This design comes from an exercise in tuning for small area, a short achievable clock period and few clock cycles on the open sky130 flow, not from production work. Only simulation tests tie the RTL to the original design; equivalence was not proved. Power is estimated from default activity; no workload was simulated.

// top_module
module top_module (clock, reset, start, r, s1, s2, address_r, address_s1, address_s2,
   best_dist, motion_x, motion_y, done);
input clock, reset, start;
input [7:0] r;
input [7:0] s1, s2;
output [7:0] best_dist, address_r;
output [3:0] motion_x, motion_y;
output [9:0] address_s1, address_s2;
output done;
wire [12:0] n;
wire idle;
wire [127:0] pe_out;
wire [15:0] pe_ovf;
wire [135:0] rp;
reg [7:0] s1q, s2q;
reg [15:0] therm;      
reg [15:0] pick;       
always @(posedge clock) begin
  s1q <= s1;
  s2q <= s2;
  pick <= {pick[14:0], (n[7:0] == 8'd1)};
  if (idle) therm <= 16'hFFFF;
  else if (therm[15]) therm <= 16'h0001;
  else therm <= {therm[14:0], 1'b1};
end
assign address_r = n[7:0];
assign rp[7:0] = r;
controller ctl (.clock(clock), .reset(reset), .start(start), .n(n),
  .address_s1(address_s1), .address_s2(address_s2), .done(done), .idle(idle));
comparator cmp (.clock(clock), .done(idle), .start(start), .n(n), .pick(pick),
  .pe_out(pe_out), .pe_ovf(pe_ovf), .best_dist(best_dist), .motion_x(motion_x),
  .motion_y(motion_y));
genvar g;
generate
  for (g = 0; g < 16; g = g + 1) begin : pe
    processing_element u (.clock(clock), .r(rp[g*8 +: 8]), .s1(s1q), .s2(s2q),
      .s1s2_mux(therm[g]), .new_dist(pick[g]),
      .accumulate(pe_out[g*8 +: 8]), .ovf(pe_ovf[g]), .r_pipe(rp[g*8+8 +: 8]));
  end
endgenerate
endmodule
For scale: roughly 2,800 cells after synthesis, ~540 flip-flops, ~27,000 µm² of cells after synthesis.
export LEC_CHECK = 0
export CAP_MARGIN = 20
export CORE_MARGIN = 2
export CORE_UTILIZATION = 35
export PLACE_DENSITY = 0.55
export SLEW_MARGIN = 20
create_clock -name core_clock -period 7.0 [get_ports {clock}]
run.sh (not shown) runs the stock make flow with config.mk's settings and CLKGATE_MAP_FILE= SYNTH_SCRIPT=/design/flow/synth_recipe.tcl, a recipe that flattens the netlist after the stock synthesis.
The starting point finished clean.
Testbench counts at the start, summed over its fixed seeds: cycles 131,712.
Change:
--- a/flow/config.mk
+++ b/flow/config.mk
@@ -9,4 +9,5 @@
 export CORE_MARGIN = 2
-export CORE_UTILIZATION = 35
-export PLACE_DENSITY = 0.55
+export CORE_UTILIZATION = 55
+export PLACE_DENSITY = 0.7
+export SETUP_SLACK_MARGIN = 4.6
 export SLEW_MARGIN = 20
What happened: Clock power came out lower by about 4%. Count of clock-buffer cells in the layout came out lower by 14. Critical path depth fell by 8. Clock skew went up by 8.8 ps. Setup slack gains 620 ps.
Change:
--- a/flow/config.mk
+++ b/flow/config.mk
@@ -9,5 +9,5 @@
 export CORE_MARGIN = 2
-export CORE_UTILIZATION = 55
-export PLACE_DENSITY = 0.7
-export SETUP_SLACK_MARGIN = 4.6
+export CORE_UTILIZATION = 35
+export PLACE_DENSITY = 0.55
+export SETUP_SLACK_MARGIN = 4.4
 export SLEW_MARGIN = 20
The new run finished with timing, DRC and antenna clean. Non-clock buffer count went down by 81. Critical path depth is unchanged. Worst setup slack is worse by 67 ps. Flip-flop and latch count does not change. Routed wire length climbs by 1.4%. Sequential share of layout area rose by 1.3 points. Via count falls by 3.4%. Final cell count increases by 8.1%. Hold slack barely changes. Register-to-register slack hardly moves.

---

top_module, a different RTL version from the one above (not shown whole).
For scale: about 2400 cells after synthesis, about 550 flip-flops, ~72 I/O pins, ~0.026 sq mm of cells after synthesis.
clock: 7.0 ns
lec_check: 0
cap_margin: 20
core_margin: 2
core_utilization: 35
cts_buf_list: sky130_fd_sc_hd__clkbuf_8
place_density: 0.55
setup_slack_margin: 4.4
slew_margin: 20
Testbench counts at the start, summed over its fixed seeds: cycles 131,712.
Change:
Settings changed: CTS_BUF_LIST sky130_fd_sc_hd__clkbuf_8 to unset.
The changed run completed with no timing, DRC or antenna violations.
Utilization shrinks by 0.10 points.
Combinational power is lower by about 1%.
Power came out higher by about 2.3%.
Final cell count decreases by about 1.8%.
Change:
Settings changed: SETUP_SLACK_MARGIN 4.4 to 4.7.
Via count rises by about 5%; count of clock-buffer cells in the layout went up by 13; worst hold slack barely changes.

---

Setup of v44:
The RTL this note starts from:
==> flow/design.v <==
module processing_element (clock, r, s1, s2, s1s2_mux, new_dist, lo, hi, c, ovf, r_pipe);
  input clock;
  input [7:0] r;          
  input [7:0] s1, s2;     
  input s1s2_mux;         
  input new_dist;         
  output reg [3:0] lo, hi;
  output reg c, ovf;
  output reg [7:0] r_pipe;
  reg [7:0] dq;
  reg b;
  wire [8:0] d = {1'b0, r_pipe} - {1'b0, s1s2_mux ? s1 : s2};
  always @(posedge clock) begin
    r_pipe <= r;
    dq <= d[7:0];
    b <= d[8];
  end
  wire [7:0] x = dq ^ {8{b}};
  wire [3:0] al = lo & {4{~new_dist}};
  wire [3:0] ah = hi & {4{~new_dist}};
  wire [4:0] cl, ch;
  wire [3:0] sl, sh;
  assign cl[0] = b;
  assign ch[0] = c & ~new_dist;
  genvar k;
  generate
    for (k = 0; k < 4; k = k + 1) begin : fa
      assign sl[k] = al[k] ^ x[k] ^ cl[k];
      assign cl[k+1] = (al[k] & x[k]) | (al[k] & cl[k]) | (x[k] & cl[k]);
      assign sh[k] = ah[k] ^ x[k+4] ^ ch[k];
      assign ch[k+1] = (ah[k] & x[k+4]) | (ah[k] & ch[k]) | (x[k+4] & ch[k]);
    end
  endgenerate
  always @(posedge clock) begin
    lo <= sl;
    hi <= sh;
    c <= cl[4];
    ovf <= (ovf & ~new_dist) | ch[4];
  end
endmodule
module controller (clock, reset, start, n, address_s1, address_s2, done, idle);
  input clock, reset, start;
  output reg [12:0] n;
  output reg [9:0] address_s1, address_s2;
  output reg done;       
  output reg idle;              
  function [9:0] rowstart(input [3:0] k);
    case (k)
      4'd0: rowstart = 10'd31;
      4'd1: rowstart = 10'd62;
      4'd2: rowstart = 10'd93;
      4'd3: rowstart = 10'd124;
      4'd4: rowstart = 10'd155;
      4'd5: rowstart = 10'd186;
      4'd6: rowstart = 10'd217;
      4'd7: rowstart = 10'd248;
      4'd8: rowstart = 10'd279;
      4'd9: rowstart = 10'd310;
      4'd10: rowstart = 10'd341;
      4'd11: rowstart = 10'd372;
      4'd12: rowstart = 10'd403;
      4'd13: rowstart = 10'd434;
      4'd14: rowstart = 10'd465;
      4'd15: rowstart = 10'd496;
    endcase
  endfunction
  function [9:0] rowstart2(input [3:0] k);
    case (k)
      4'd0: rowstart2 = 10'd16;
      4'd1: rowstart2 = 10'd47;
      4'd2: rowstart2 = 10'd78;
      4'd3: rowstart2 = 10'd109;
      4'd4: rowstart2 = 10'd140;
      4'd5: rowstart2 = 10'd171;
      4'd6: rowstart2 = 10'd202;
      4'd7: rowstart2 = 10'd233;
      4'd8: rowstart2 = 10'd264;
      4'd9: rowstart2 = 10'd295;
      4'd10: rowstart2 = 10'd326;
      4'd11: rowstart2 = 10'd357;
      4'd12: rowstart2 = 10'd388;
      4'd13: rowstart2 = 10'd419;
      4'd14: rowstart2 = 10'd450;
      4'd15: rowstart2 = 10'd481;
    endcase
  endfunction
  wire last = n[12] & n[4] & n[1];     
  wire c15 = &n[3:0];
  wire w1 = c15 & (&n[7:4]);           
  wire w2 = c15 & (n[7:4] == 4'd0);    
  wire [9:0] step1 = {address_s1[9:4] + (c15 | (&address_s1[3:0])),
                      address_s1[3:0] + {3'd0, ~c15}};
  wire [9:0] step2 = {address_s2[9:4] + (c15 | (&address_s2[3:0])),
                      address_s2[3:0] + {3'd0, ~c15}};
  always @(posedge clock) begin
    if (reset) begin
      done <= 1'b1;
      idle <= 1'b1;
    end else begin
      done <= idle ? start : last;
      idle <= done ? start : last;
    end
    if (idle) begin
      n <= 13'd0;
      address_s1 <= 10'd0;
    end else begin
      n <= n + 1'b1;
      address_s1 <= w1 ? rowstart(n[11:8]) : step1;
    end
    address_s2 <= w2 ? rowstart2(n[11:8]) : step2;
  end
endmodule
module comparator (clock, done, start, n, pick, pe_lo, pe_hi, pe_c, pe_ovf,
  best_dist, motion_x, motion_y);
  input clock, done, start;
  input [12:0] n;
  input [15:0] pick;         
  input [63:0] pe_lo, pe_hi;
  input [15:0] pe_c, pe_ovf;
  output reg [7:0] best_dist;
  output reg [3:0] motion_x, motion_y;
  reg [3:0] cl, ch;
  reg cc, co, cval;
  reg [3:0] vl, vh;
  reg vc, vo;
  integer k;
  always @(*) begin
    vl = 4'd0;
    vh = 4'd0;
    vc = 1'b0;
    vo = 1'b0;
    for (k = 0; k < 16; k = k + 1) begin
      vl = vl | (pe_lo[k*4 +: 4] & {4{pick[k]}});
      vh = vh | (pe_hi[k*4 +: 4] & {4{pick[k]}});
      vc = vc | (pe_c[k] & pick[k]);
      vo = vo | (pe_ovf[k] & pick[k]);
    end
  end
  wire ready = (|pick) & (n[12:8] != 5'd0);
  wire [4:0] h = {1'b0, ch} + {4'd0, cc};
  wire [7:0] sad = {h[3:0], cl};
  reg [7:0] bd;
  reg [3:0] mx, my;
  wire upd = ~done & cval & ~h[4] & (sad < bd);
  wire [3:0] mxn = n[3:0] + 4'd5;     
  wire [3:0] myn = n[11:8] + 4'd7;    
  always @(posedge clock) begin
    cl <= vl;
    ch <= vh;
    cc <= vc;
    cval <= ready & ~vo;
    best_dist <= done ? (start ? bd : 8'hFF) : (upd ? sad : bd);
    bd <= done ? (start ? best_dist : 8'hFF) : (upd ? sad : best_dist);
    motion_x <= upd ? mxn : mx;
    mx <= upd ? mxn : motion_x;
    motion_y <= upd ? myn : my;
    my <= upd ? myn : motion_y;
  end
endmodule
module top_module (clock, reset, start, r, s1, s2, address_r, address_s1, address_s2,
   best_dist, motion_x, motion_y, done);
input clock, reset, start;
input [7:0] r;
input [7:0] s1, s2;
output [7:0] best_dist, address_r;
output [3:0] motion_x, motion_y;
output [9:0] address_s1, address_s2;
output done;
wire [12:0] n;
wire idle;
wire [63:0] pe_lo, pe_hi;
wire [15:0] pe_c, pe_ovf;
wire [135:0] rp;
reg [7:0] s1q, s2q;
reg [15:0] therm;      
reg [15:0] pick;       
always @(posedge clock) begin
  s1q <= s1;
  s2q <= s2;
  pick <= {pick[14:0], (n[7:0] == 8'd1)};
  if (idle) therm <= 16'hFFFF;
  else if (therm[15]) therm <= 16'h0001;
  else therm <= {therm[14:0], 1'b1};
end
assign address_r = n[7:0];
assign rp[7:0] = r;
controller ctl (.clock(clock), .reset(reset), .start(start), .n(n),
  .address_s1(address_s1), .address_s2(address_s2), .done(done), .idle(idle));
comparator cmp (.clock(clock), .done(idle), .start(start), .n(n), .pick(pick),
  .pe_lo(pe_lo), .pe_hi(pe_hi), .pe_c(pe_c), .pe_ovf(pe_ovf), .best_dist(best_dist), .motion_x(motion_x),
  .motion_y(motion_y));
genvar g;
generate
  for (g = 0; g < 16; g = g + 1) begin : pe
    processing_element u (.clock(clock), .r(rp[g*8 +: 8]), .s1(s1q), .s2(s2q),
      .s1s2_mux(therm[g]), .new_dist(pick[g]),
      .lo(pe_lo[g*4 +: 4]), .hi(pe_hi[g*4 +: 4]), .c(pe_c[g]), .ovf(pe_ovf[g]), .r_pipe(rp[g*8+8 +: 8]));
  end
endgenerate
endmodule
clock: 7.0 ns
lec_check: 0
abc_area: 1
cap_margin: 20
core_margin: 2
core_utilization: 35
cts_buf_list: sky130_fd_sc_hd__clkbuf_16
cts_cluster_diameter: 100
cts_cluster_size: 24
place_density: 0.55
setup_slack_margin: 4.45
slew_margin: 20
v44 completed end to end with timing, DRC and antenna clean.
Testbench counts of v44, summed over its fixed seeds: cycles 131,712.
Inputs modified between v44 and v51:
# v44
export LEC_CHECK = 0
export ABC_AREA = 1
export CAP_MARGIN = 20
export CORE_MARGIN = 2
export CORE_UTILIZATION = 35
export CTS_BUF_LIST = sky130_fd_sc_hd__clkbuf_16
export CTS_CLUSTER_DIAMETER = 100
export CTS_CLUSTER_SIZE = 24
export PLACE_DENSITY = 0.55
export SETUP_SLACK_MARGIN = 4.45
export SLEW_MARGIN = 20
create_clock -name core_clock -period 7.0 [get_ports {clock}]
# v51
export LEC_CHECK = 0
export CAP_MARGIN = 20
export CORE_MARGIN = 2
export CORE_UTILIZATION = 35
export CTS_BUF_LIST = sky130_fd_sc_hd__clkbuf_16
export CTS_CLUSTER_DIAMETER = 90
export CTS_CLUSTER_SIZE = 30
export PLACE_DENSITY = 0.55
export SETUP_SLACK_MARGIN = 4.45
export SLEW_MARGIN = 20
create_clock -name core_clock -period 7.0 [get_ports {clock}]
### Flow results
The worst setup path startpoint comes out s1q[0] in one run and cmp.motion_y[0] in the other, namely in v51 and v44 respectively. Where minimum hold slack is concerned, v44 is better than v51. Against v44 as the reference, v51 delivers a lower wire length on met1. Of v44 and v51, v44 shows the higher number of instances in the synthesized netlist, with v51 below it. For the sum of buffers and inverters on the critical path, v51 came in 1 lower than v44 did. v44 was smaller in final cell area than v51.
Modified inputs, v42 compared to v51
# v51
export LEC_CHECK = 0
export CAP_MARGIN = 20
export CORE_MARGIN = 2
export CORE_UTILIZATION = 35
export CTS_BUF_LIST = sky130_fd_sc_hd__clkbuf_16
export CTS_CLUSTER_DIAMETER = 90
export CTS_CLUSTER_SIZE = 30
export PLACE_DENSITY = 0.55
export SETUP_SLACK_MARGIN = 4.45
export SLEW_MARGIN = 20
create_clock -name core_clock -period 7.0 [get_ports {clock}]
# v42
export LEC_CHECK = 0
export CAP_MARGIN = 20
export CORE_MARGIN = 2
export CORE_UTILIZATION = 35
export CTS_BUF_LIST = sky130_fd_sc_hd__clkbuf_16
export CTS_CLUSTER_DIAMETER = 100
export CTS_CLUSTER_SIZE = 24
export PLACE_DENSITY = 0.55
export SETUP_SLACK_MARGIN = 4.45
export SLEW_MARGIN = 20
create_clock -name core_clock -period 7.0 [get_ports {clock}]
### Flow results
v42 vs v51 — total power dropped slightly
Total track usage: v42 vs v51 — no meaningful difference
Summary — power per cell area, v42 relative to v51: lower, by 0.79%.
The run showing the smaller net switching share of the total power is v42.
Internal power consumption | v42 below v51
Smallest hold slack ends up higher on v42.
Sort v42 and v51 by clock network fraction of design power desc -> top: v51
On met3 global-route usage, v42 and v51 are neck and neck.
Input-level comparison between v2 and v42:
# v42
export LEC_CHECK = 0
export CAP_MARGIN = 20
export CORE_MARGIN = 2
export CORE_UTILIZATION = 35
export CTS_BUF_LIST = sky130_fd_sc_hd__clkbuf_16
export CTS_CLUSTER_DIAMETER = 100
export CTS_CLUSTER_SIZE = 24
export PLACE_DENSITY = 0.55
export SETUP_SLACK_MARGIN = 4.45
export SLEW_MARGIN = 20
create_clock -name core_clock -period 7.0 [get_ports {clock}]
# v2
export LEC_CHECK = 0
export CAP_MARGIN = 20
export CORE_MARGIN = 2
export CORE_UTILIZATION = 35
export PLACE_DENSITY = 0.55
export SETUP_SLACK_MARGIN = 4.55
export SLEW_MARGIN = 20
create_clock -name core_clock -period 7.0 [get_ports {clock}]
[summary]
- Between v42 and v2, the worst setup slack is lower for v42.
- Between v42 and v2, number of global-route vias before repair is lower for v42, v2 comes in above that.
- Going from v42 to v2, register area barely changed; logic gate share of total power dropped 3.7 points; number of logic stages on the critical path including buffering dropped 7; final cell count climbed 2.5%; number of multi-input combinational cells in the layout barely changed.
- Summary of v2 over v42: utilization rose 2.6 points; final total power now larger; clock share of power went up by 9.7 points; growth of design area from synthesis to finish went up.

-- static timing again, ports no longer ideal --
No port has a modelled driver above. Below, the same layouts with a new extraction and two added sets of constraints. Step 1: set_driving_cell puts a clkbuf_16 on clock and a buf_2 on each other input, an assumption about the parent block. Step 2 times the ports against the registers' clock, not the clock port: input delays grow and output delays shrink by t, the midpoint of the rising clock arrivals with the driver on. Three values: no drivers, after step 1, after step 2; two values: the first two.
| run | shift t [ns] | slack for setup (ns) | slew at the worst register clock pin (ns) | worst slew at a driven data input, ns | cell pins on the clock port's net |
|---|---|---|---|---|---|
| the first run of note 1 | 0.683 | 3.805 / 3.799 / 3.805 | 0.07 / 0.07 | 0.03 | 1 |
| the second run of note 1 | 0.677 | 4.424 / 4.361 / 4.360 | 0.07 / 0.07 | 0.05 | 1 |
| the third run of note 1 | 0.693 | 4.358 / 4.294 / 4.057 | 0.06 / 0.06 | 0.04 | 1 |
| the first run of note 2 | 0.736 | 4.349 / 4.292 / 4.438 | 0.07 / 0.07 | 0.04 | 1 |
| the second run of note 2 | 0.667 | 4.403 / 4.348 / 4.421 | 0.07 / 0.07 | 0.04 | 1 |
| the third run of note 2 | 0.675 | 4.427 / 4.365 / 4.502 | 0.06 / 0.06 | 0.05 | 1 |
| v44 | 0.668 | 4.499 / 4.441 / 4.235 | 0.10 / 0.10 | 0.04 | 1 |
| v51 | 0.671 | 4.484 / 4.425 / 4.368 | 0.11 / 0.11 | 0.04 | 1 |
| v42 | 0.661 | 4.491 / 4.442 / 4.342 | 0.10 / 0.10 | 0.04 | 1 |
| v2 | 0.675 | 4.506 / 4.445 / 4.412 | 0.07 / 0.07 | 0.03 | 1 |
After both steps every run listed still meets setup and hold. For the third run of note 1, which loses most, drivers alone change the setup slack by -0.064 ns; drivers and shift together by -0.301 ns.
